Source: an optimization exercise on an open RTL-to-GDS flow (aim: small area, a short achievable clock period and few clock cycles per item). Production flows keep margins and buffers that such runs may drop. RTL that was checked went through simulation tests only; none was proved equivalent to the original.

## S
==> module sha_1_core, before the edit <==
module sha_1_core(
    clk,
    rstn,
    din,
    din_vld,
    use_pre_cv,
    sha_1_end,
    busy,
    dout,
    dout_vld
);
input wire clk;
input wire rstn;
input wire [31:0] din;
input wire din_vld;
input wire use_pre_cv;
input wire sha_1_end;
output reg busy;
output wire [159:0] dout;
output reg dout_vld;
localparam [31:0] H0_INIT = 32'h67452301,
                  H1_INIT = 32'hEFCDAB89,
                  H2_INIT = 32'h98BADCFE,
                  H3_INIT = 32'h10325476,
                  H4_INIT = 32'hC3D2E1F0;
reg [6:0] cnt;       
reg hvld;            
reg ivm;             
reg st1;             
reg [3:0] ph;        
wire fch  = ph[0];   
wire fmaj = ph[2];   
reg [4:0] fk;        
wire rot  = |fk;     
wire last = fk[4];   
reg idle;            
wire start = din_vld & idle;
always @(posedge clk or negedge rstn) begin
    if (!rstn) begin
        cnt      <= 7'd0;
        busy     <= 1'b0;
        idle     <= 1'b1;
        dout_vld <= 1'b0;
        hvld     <= 1'b0;
        st1      <= 1'b0;
        ph       <= 4'b0001;
        fk       <= 5'd0;
    end
    else begin
        dout_vld <= last;
        st1      <= start;
        fk       <= {fk[3:0], (cnt == 7'd77)};
        if (start) begin
            ph   <= 4'b0001;
        end
        else if (cnt == 7'd20 || cnt == 7'd40 || cnt == 7'd60) begin
            ph   <= {ph[2:0], 1'b0};
        end
        if (start) begin
            cnt  <= 7'd1;
            busy <= 1'b1;
            idle <= 1'b0;
        end
        else if (last) begin
            cnt  <= 7'd0;
            busy <= 1'b0;
            idle <= 1'b1;
            hvld <= 1'b1;
        end
        else if (!idle) begin
            cnt  <= cnt + 7'd1;
        end
    end
end
reg [31:0] w [0:15];
wire [31:0] w_xor = w[13] ^ w[8] ^ w[2] ^ w[0];
always @(posedge clk) begin
    w[15] <= din_vld ? din : {w_xor[30:0], w_xor[31]};
end
genvar i;
generate
    for (i = 0; i < 15; i = i + 1) begin: gen_w
        always @(posedge clk) w[i] <= w[i+1];
    end
endgenerate
reg [31:0] h0, h1, h2, h3, h4;
wire use_h = use_pre_cv & hvld;
wire [31:0] s1_ = use_h ? h1 : H1_INIT;
wire [31:0] s2_ = use_h ? h2 : H2_INIT;
wire [31:0] s3_ = use_h ? h3 : H3_INIT;
wire [31:0] s4_ = use_h ? h4 : H4_INIT;
wire [31:0] s0_ = ivm ? H0_INIT : h0;
always @(posedge clk) begin
    if (start)
        ivm <= ~use_h;
end
reg [31:0] a, b, c, d;
reg [31:0] pu, pv;
wire [31:0] cb = {b[1:0], b[31:2]};            
wire [31:0] f_ch  = (a & cb) | (~a & c);
wire [31:0] f_par = a ^ cb ^ c;
wire [31:0] f_maj = (a & cb) | (a & c) | (cb & c);
wire [31:0] f = fch ? f_ch : (fmaj ? f_maj : f_par);
wire [31:0] k = ({32{ph[0]}} & 32'h5A827999) | ({32{ph[1]}} & 32'h6ED9EBA1) |
                ({32{ph[2]}} & 32'h8F1BBCDC) | ({32{ph[3]}} & 32'hCA62C1D6);
wire [31:0] s1 = d ^ w[15] ^ k;
wire [31:0] c1 = (d & w[15]) | (d & k) | (w[15] & k);
wire [31:0] c1s = {c1[30:0], 1'b0};
wire [31:0] s2 = f ^ s1 ^ c1s;
wire [31:0] c2 = (f & s1) | (f & c1s) | (s1 & c1s);
wire [31:0] c2s = {c2[30:0], 1'b0};
always @(posedge clk) begin
    pu <= s2 ^ c2s;
    pv <= s2 & c2s;
end
wire [31:0] ra = {a[26:0], a[31:27]};
wire [31:0] s3 = ra ^ pu;
wire [31:0] c3 = pv | (ra & pu);
wire [31:0] a_next = s3 + {c3[30:0], 1'b0};
always @(posedge clk) begin
    if (start) begin
        a <= s1_;
        b <= {s2_[29:0], s2_[31:30]};
        c <= s3_;
        d <= s4_;
    end
    else begin
        if (st1)
            a <= s0_;
        else
            a <= a_next;
        b <= a;
        c <= cb;
        d <= c;
    end
end
reg [31:0] ax;
always @(posedge clk) begin
    if (fk[2] | fk[3])
        ax <= a_next;
    else
        ax <= {a_next[1:0], a_next[31:2]};
end
wire [31:0] ff_x = ax;
reg [4:0] fv;
reg mh;
always @(posedge clk) begin
    fv <= {fv[3:0], (cnt == 7'd77) & sha_1_end & ivm};
    mh <= sha_1_end & ~ivm;
end
wire [31:0] ivk = ({32{fv[0]}} & H4_INIT) | ({32{fv[1]}} & H3_INIT) |
                  ({32{fv[2]}} & H2_INIT) | ({32{fv[3]}} & H1_INIT) |
                  ({32{fv[4]}} & H0_INIT);
wire [31:0] ff_h = ({32{mh}} & h4) | ivk;
wire [31:0] ff_sum = ff_h + ff_x;
always @(posedge clk) begin
    if (rot) begin
        h0 <= ff_sum;
        h1 <= h0;
        h2 <= h1;
        h3 <= h2;
        h4 <= h3;
    end
end
assign dout = {h0, h1, h2, h3, h4};
endmodule
export LEC_CHECK = 0
export CAP_MARGIN = 20
export CORE_MARGIN = 2
export CORE_UTILIZATION = 40
export CTS_BUF_LIST = sky130_fd_sc_hd__clkbuf_8 sky130_fd_sc_hd__clkbuf_16
export CTS_CLUSTER_DIAMETER = 70
export CTS_CLUSTER_SIZE = 26
export PLACE_DENSITY = 0.6
export SETUP_SLACK_MARGIN = 4.1
export SLEW_MARGIN = 20
create_clock -name core_clock -period 7.0 [get_ports {clk}]
standard.sh (not shown) runs the stock make flow with config.mk's settings and CLKGATE_MAP_FILE= SYNTH_SCRIPT=/design/flow/synth_recipe.tcl, a recipe that flattens the netlist after the stock synthesis.
==> flow/flow/run.sh <==
#!/bin/bash
# The standard layout (the standard.sh, synthesis unchanged), with the
# port buffers made from the smallest plain buffer instead of a delay cell.
set -euo pipefail
bash standard.sh "BUFFER_PORTS_ARGS=-buffer_cell sky130_fd_sc_hd__buf_1" finish > standard.log 2>&1
S finished every stage and its layout cleared the timing, DRC and antenna checks.
Relative to S, the following input files were edited for R:
-- flow/design.v --
<<< S, line 31
wire fch  = ph[0];   
wire fmaj = ph[2];   
reg [4:0] fk;        
wire rot  = |fk;     
wire last = fk[4];   
reg idle;            
>>> R, line 31
wire fch  = ph[0];   
wire fmaj = ph[2];   
reg q77;             
reg [4:0] fk;        
wire rot  = |fk;     
reg sr, sa;          
wire last = fk[4];   
reg idle;            
<<< S, line 45
        st1      <= 1'b0;
        ph       <= 4'b0001;
        fk       <= 5'd0;
    end
    else begin
        dout_vld <= last;
        st1      <= start;
        fk       <= {fk[3:0], (cnt == 7'd77)};
        if (start) begin
            ph   <= 4'b0001;
>>> R, line 47
        st1      <= 1'b0;
        ph       <= 4'b0001;
        q77      <= 1'b0;
        fk       <= 5'd0;
        sr       <= 1'b0;
        sa       <= 1'b0;
    end
    else begin
        dout_vld <= last;
        st1      <= start;
        q77      <= (cnt == 7'd76);
        fk       <= {fk[3:0], q77};
        sr       <= q77 | fk[0] | fk[1];
        sa       <= fk[2] | fk[3];
        if (start) begin
            ph   <= 4'b0001;
<<< S, line 135
    end
end
reg [31:0] ax;
always @(posedge clk) begin
    if (fk[2] | fk[3])
        ax <= a_next;
    else
        ax <= {a_next[1:0], a_next[31:2]};
end
wire [31:0] ff_x = ax;
reg [4:0] fv;
reg mh;
always @(posedge clk) begin
    fv <= {fv[3:0], (cnt == 7'd77) & sha_1_end & ivm};
    mh <= sha_1_end & ~ivm;
end
wire [31:0] ivk = ({32{fv[0]}} & H4_INIT) | ({32{fv[1]}} & H3_INIT) |
                  ({32{fv[2]}} & H2_INIT) | ({32{fv[3]}} & H1_INIT) |
                  ({32{fv[4]}} & H0_INIT);
wire [31:0] ff_h = ({32{mh}} & h4) | ivk;
wire [31:0] ff_sum = ff_h + ff_x;
always @(posedge clk) begin
    if (rot) begin
        h0 <= ff_sum;
        h1 <= h0;
        h2 <= h1;
        h3 <= h2;
        h4 <= h3;
    end
end
assign dout = {h0, h1, h2, h3, h4};
>>> R, line 143
    end
end
wire [31:0] ff_x = ({32{sa}} & a) | ({32{sr}} & {a[1:0], a[31:2]});
reg [4:0] gv;        
reg mh;              
reg hr;              
wire rot_nx = q77 | fk[0] | fk[1] | fk[2] | fk[3];
always @(posedge clk) begin
    gv <= {gv[3:0], (cnt == 7'd76) & ivm};
    mh <= rot_nx & sha_1_end;
end
always @(posedge clk or negedge rstn) begin
    if (!rstn)
        hr <= 1'b1;
    else
        hr <= ~rot_nx;
end
wire ld_iv = |gv;
wire [31:0] ivk = ({32{gv[0]}} & H4_INIT) | ({32{gv[1]}} & H3_INIT) |
                  ({32{gv[2]}} & H2_INIT) | ({32{gv[3]}} & H1_INIT) |
                  ({32{gv[4]}} & H0_INIT);
wire [31:0] ff_h = ({32{mh}} & h4) | ({32{hr}} & h0);
wire [31:0] ff_sum = ff_h + ff_x;
always @(posedge clk) begin
    h0 <= ff_sum;
    if (rot) begin
        h1 <= h0;
        h2 <= h1;
        h3 <= h2;
    end
    if (ld_iv)
        h4 <= ivk;
    else if (rot)
        h4 <= h3;
end
assign dout = {h0, h1, h2, h3, h4};
Synthesized area: R lower than S. Worst-case hold slack: S vs R — no meaningful difference. Relative to S, sequential share of layout area decreased by 1.9 points in R. In the flow results for R and S, the detailed route wirelength on metal2 is larger on R. S → R: full die area went down, multi-input gate share of total cell area went up, routed length per instance went up. R reports its end of the critical path as a[28]$_DFF_P_ while S reports h0[27]$_DFFE_PP_. R does better than S on setup slack. Compared with S, R instantiates a smaller number of standard cells. Final non-filler cell area, R and S, higher one = S. NOTE: wire length in R exceeds that of S.
Testbench counts of R, summed over its fixed seeds: cycles 15,936, blocks 192.
Only the layout flow was run in S; the RTL was not checked for function there.

========
== 01-13 ==
sha_1_core, a different RTL version from the one above (not shown whole).
For scale: about 2,400 cells after synthesis, ~890 flip-flops, roughly 200 I/O pins, ~31,000 sq um of cells after synthesis.
==> module sha_1_core, before the edit <==
module sha_1_core(
    clk,
    rstn,
    din,
    din_vld,
    use_pre_cv,
    sha_1_end,
    busy,
    dout,
    dout_vld
);
input wire clk;
input wire rstn;
input wire [31:0] din;
input wire din_vld;
input wire use_pre_cv;
input wire sha_1_end;
output reg busy;
output wire [159:0] dout;
output reg dout_vld;
localparam [31:0] H0_INIT = 32'h67452301,
                  H1_INIT = 32'hEFCDAB89,
                  H2_INIT = 32'h98BADCFE,
                  H3_INIT = 32'h10325476,
                  H4_INIT = 32'hC3D2E1F0;
reg [6:0] cnt;       
reg hvld;            
reg ivm;             
reg st1;             
reg [3:0] ph;        
wire fch  = ph[0];   
wire fmaj = ph[2];   
reg [4:0] fk;        
wire rot  = |fk;     
reg sr, sa;          
wire last = fk[4];   
reg idle;            
wire start = din_vld & idle;
always @(posedge clk or negedge rstn) begin
    if (!rstn) begin
        cnt      <= 7'd0;
        busy     <= 1'b0;
        idle     <= 1'b1;
        dout_vld <= 1'b0;
        hvld     <= 1'b0;
        st1      <= 1'b0;
        ph       <= 4'b0001;
        fk       <= 5'd0;
        sr       <= 1'b0;
        sa       <= 1'b0;
    end
    else begin
        dout_vld <= last;
        st1      <= start;
        fk       <= {fk[3:0], (cnt == 7'd77)};
        sr       <= (cnt == 7'd77) | fk[0] | fk[1];
        sa       <= fk[2] | fk[3];
        if (start) begin
            ph   <= 4'b0001;
        end
        else if (cnt == 7'd20 || cnt == 7'd40 || cnt == 7'd60) begin
            ph   <= {ph[2:0], 1'b0};
        end
        if (start) begin
            cnt  <= 7'd1;
            busy <= 1'b1;
            idle <= 1'b0;
        end
        else if (last) begin
            cnt  <= 7'd0;
            busy <= 1'b0;
            idle <= 1'b1;
            hvld <= 1'b1;
        end
        else if (!idle) begin
            cnt  <= cnt + 7'd1;
        end
    end
end
reg [31:0] w [0:15];
wire [31:0] w_xor = w[13] ^ w[8] ^ w[2] ^ w[0];
always @(posedge clk) begin
    w[15] <= din_vld ? din : {w_xor[30:0], w_xor[31]};
end
genvar i;
generate
    for (i = 0; i < 15; i = i + 1) begin: gen_w
        always @(posedge clk) w[i] <= w[i+1];
    end
endgenerate
reg [31:0] h0, h1, h2, h3, h4;
wire use_h = use_pre_cv & hvld;
wire [31:0] s1_ = use_h ? h1 : H1_INIT;
wire [31:0] s2_ = use_h ? h2 : H2_INIT;
wire [31:0] s3_ = use_h ? h3 : H3_INIT;
wire [31:0] s4_ = use_h ? h4 : H4_INIT;
wire [31:0] s0_ = ivm ? H0_INIT : h0;
always @(posedge clk) begin
    if (start)
        ivm <= ~use_h;
end
reg [31:0] a, b, c, d;
reg [31:0] pu, pv;
wire [31:0] cb = {b[1:0], b[31:2]};            
wire [31:0] f_ch  = (a & cb) | (~a & c);
wire [31:0] f_par = a ^ cb ^ c;
wire [31:0] f_maj = (a & cb) | (a & c) | (cb & c);
wire [31:0] f = fch ? f_ch : (fmaj ? f_maj : f_par);
wire [31:0] k = ({32{ph[0]}} & 32'h5A827999) | ({32{ph[1]}} & 32'h6ED9EBA1) |
                ({32{ph[2]}} & 32'h8F1BBCDC) | ({32{ph[3]}} & 32'hCA62C1D6);
wire [31:0] s1 = d ^ w[15] ^ k;
wire [31:0] c1 = (d & w[15]) | (d & k) | (w[15] & k);
wire [31:0] c1s = {c1[30:0], 1'b0};
wire [31:0] s2 = f ^ s1 ^ c1s;
wire [31:0] c2 = (f & s1) | (f & c1s) | (s1 & c1s);
wire [31:0] c2s = {c2[30:0], 1'b0};
always @(posedge clk) begin
    pu <= s2 ^ c2s;
    pv <= s2 & c2s;
end
wire [31:0] ra = {a[26:0], a[31:27]};
wire [31:0] s3 = ra ^ pu;
wire [31:0] c3 = pv | (ra & pu);
wire [31:0] a_next = s3 + {c3[30:0], 1'b0};
always @(posedge clk) begin
    if (start) begin
        a <= s1_;
        b <= {s2_[29:0], s2_[31:30]};
        c <= s3_;
        d <= s4_;
    end
    else begin
        if (st1)
            a <= s0_;
        else
            a <= a_next;
        b <= a;
        c <= cb;
        d <= c;
    end
end
wire [31:0] ff_x = ({32{sa}} & a) | ({32{sr}} & {a[1:0], a[31:2]});
reg [4:0] fv;
reg mh;
always @(posedge clk) begin
    fv <= {fv[3:0], (cnt == 7'd77) & sha_1_end & ivm};
    mh <= sha_1_end & ~ivm;
end
wire [31:0] ivk = ({32{fv[0]}} & H4_INIT) | ({32{fv[1]}} & H3_INIT) |
                  ({32{fv[2]}} & H2_INIT) | ({32{fv[3]}} & H1_INIT) |
                  ({32{fv[4]}} & H0_INIT);
wire [31:0] ff_h = ({32{mh}} & h4) | ivk;
wire [31:0] ff_sum = ff_h + ff_x;
always @(posedge clk) begin
    if (rot) begin
        h0 <= ff_sum;
        h1 <= h0;
        h2 <= h1;
        h3 <= h2;
        h4 <= h3;
    end
end
assign dout = {h0, h1, h2, h3, h4};
endmodule
Settings: LEC_CHECK=0, CAP_MARGIN=20, CORE_MARGIN=2, CORE_UTILIZATION=40, CTS_BUF_LIST=sky130_fd_sc_hd__clkbuf_8, CTS_CLUSTER_DIAMETER=50, CTS_CLUSTER_SIZE=20, PLACE_DENSITY=0.6, SETUP_SLACK_MARGIN=3.8, SLEW_MARGIN=20; clock period 7.0 ns.
Scripts as last shown in full above: flow/flow/run.sh
Testbench counts of 01-13, summed over its fixed seeds: cycles 15,936, blocks 192.
Input-level comparison between 01-02 and 01-13:
--- a/flow/design.v
+++ b/flow/design.v
@@ -24,58 +24,55 @@
                   H3_INIT = 32'h10325476,
                   H4_INIT = 32'hC3D2E1F0;
 reg [6:0] cnt;       
 reg hvld;            
 reg ivm;             
 reg st1;             
-reg [3:0] ph;        
-wire fch  = ph[0];   
-wire fmaj = ph[2];   
+reg [1:0] ph;        
+reg fch, fmaj;       
 reg [4:0] fk;        
 wire rot  = |fk;     
-reg sr, sa;          
+wire ffa  = fk[3] | fk[4];   
 wire last = fk[4];   
-reg idle;            
-wire start = din_vld & idle;
+wire start = din_vld & ~busy;
 always @(posedge clk or negedge rstn) begin
     if (!rstn) begin
         cnt      <= 7'd0;
         busy     <= 1'b0;
-        idle     <= 1'b1;
         dout_vld <= 1'b0;
         hvld     <= 1'b0;
         st1      <= 1'b0;
-        ph       <= 4'b0001;
+        ph       <= 2'd0;
+        fch      <= 1'b1;
+        fmaj     <= 1'b0;
         fk       <= 5'd0;
-        sr       <= 1'b0;
-        sa       <= 1'b0;
     end
     else begin
         dout_vld <= last;
         st1      <= start;
         fk       <= {fk[3:0], (cnt == 7'd77)};
-        sr       <= (cnt == 7'd77) | fk[0] | fk[1];
-        sa       <= fk[2] | fk[3];
         if (start) begin
-            ph   <= 4'b0001;
+            ph   <= 2'd0;
+            fch  <= 1'b1;
+            fmaj <= 1'b0;
         end
         else if (cnt == 7'd20 || cnt == 7'd40 || cnt == 7'd60) begin
-            ph   <= {ph[2:0], 1'b0};
+            ph   <= ph + 2'd1;
+            fch  <= 1'b0;
+            fmaj <= (ph == 2'd1);
         end
         if (start) begin
             cnt  <= 7'd1;
             busy <= 1'b1;
-            idle <= 1'b0;
         end
         else if (last) begin
             cnt  <= 7'd0;
             busy <= 1'b0;
-            idle <= 1'b1;
             hvld <= 1'b1;
         end
-        else if (!idle) begin
+        else if (busy) begin
             cnt  <= cnt + 7'd1;
         end
     end
 end
 reg [31:0] w [0:15];
 wire [31:0] w_xor = w[13] ^ w[8] ^ w[2] ^ w[0];
@@ -103,14 +100,21 @@
 reg [31:0] pu, pv;
 wire [31:0] cb = {b[1:0], b[31:2]};            
 wire [31:0] f_ch  = (a & cb) | (~a & c);
 wire [31:0] f_par = a ^ cb ^ c;
 wire [31:0] f_maj = (a & cb) | (a & c) | (cb & c);
 wire [31:0] f = fch ? f_ch : (fmaj ? f_maj : f_par);
-wire [31:0] k = ({32{ph[0]}} & 32'h5A827999) | ({32{ph[1]}} & 32'h6ED9EBA1) |
-                ({32{ph[2]}} & 32'h8F1BBCDC) | ({32{ph[3]}} & 32'hCA62C1D6);
+reg  [31:0] k;
+always @(*) begin
+    case (ph)
+        2'd0:    k = 32'h5A827999;
+        2'd1:    k = 32'h6ED9EBA1;
+        2'd2:    k = 32'h8F1BBCDC;
+        default: k = 32'hCA62C1D6;
+    endcase
+end
 wire [31:0] s1 = d ^ w[15] ^ k;
 wire [31:0] c1 = (d & w[15]) | (d & k) | (w[15] & k);
 wire [31:0] c1s = {c1[30:0], 1'b0};
 wire [31:0] s2 = f ^ s1 ^ c1s;
 wire [31:0] c2 = (f & s1) | (f & c1s) | (s1 & c1s);
 wire [31:0] c2s = {c2[30:0], 1'b0};
@@ -136,13 +140,13 @@
             a <= a_next;
         b <= a;
         c <= cb;
         d <= c;
     end
 end
-wire [31:0] ff_x = ({32{sa}} & a) | ({32{sr}} & {a[1:0], a[31:2]});
+wire [31:0] ff_x = ffa ? a : {a[1:0], a[31:2]};
 reg [4:0] fv;
 reg mh;
 always @(posedge clk) begin
     fv <= {fv[3:0], (cnt == 7'd77) & sha_1_end & ivm};
     mh <= sha_1_end & ~ivm;
 end
Results
- Relative to 01-13, sequential fraction of the synthesis area has increased by 0.34 points in 01-02.
- The lower area fraction in and, or, nand and nor cells after synthesis came out of 01-02.
- I/O pin count: 01-02 vs 01-13, no meaningful difference
- Summary of 01-02 over 01-13: total routed wirelength fell about 2%, post-route core utilization rose 1.1 points.
Only the layout flow was run in 01-02; the RTL was not checked for function there.

port drivers added, routing unchanged:
The results above use ideal ports. As a check the final layouts listed here were re-extracted and re-timed, cells and wires unchanged. Step 1, drivers: a clkbuf_16 drives clk and a buf_2 each remaining input, both assumed. Step 2 also shifts input and output timing later by t, the mid clock arrival at the registers, as if the neighbouring blocks saw the same clock. Three values: ideal, step 1, step 2; two values: the first two.
| run | t, ns | setup slack, ns | worst register clock-pin slew, ns |
|---|---|---|---|
| S | 0.673 | 3.634 / 3.634 / 3.507 | 0.10 / 0.10 |
| R | 0.678 | 3.859 / 3.859 / 3.554 | 0.11 / 0.11 |
| 01-13 | 0.728 | 3.806 / 3.806 / 3.260 | 0.12 / 0.12 |
| 01-02 | 0.738 | 3.500 / 3.500 / 3.278 | 0.12 / 0.12 |
After both steps setup and hold are still met in every run listed. For 01-13, which loses most, drivers alone change the setup slack by 0.000 ns; drivers and shift together by -0.546 ns.
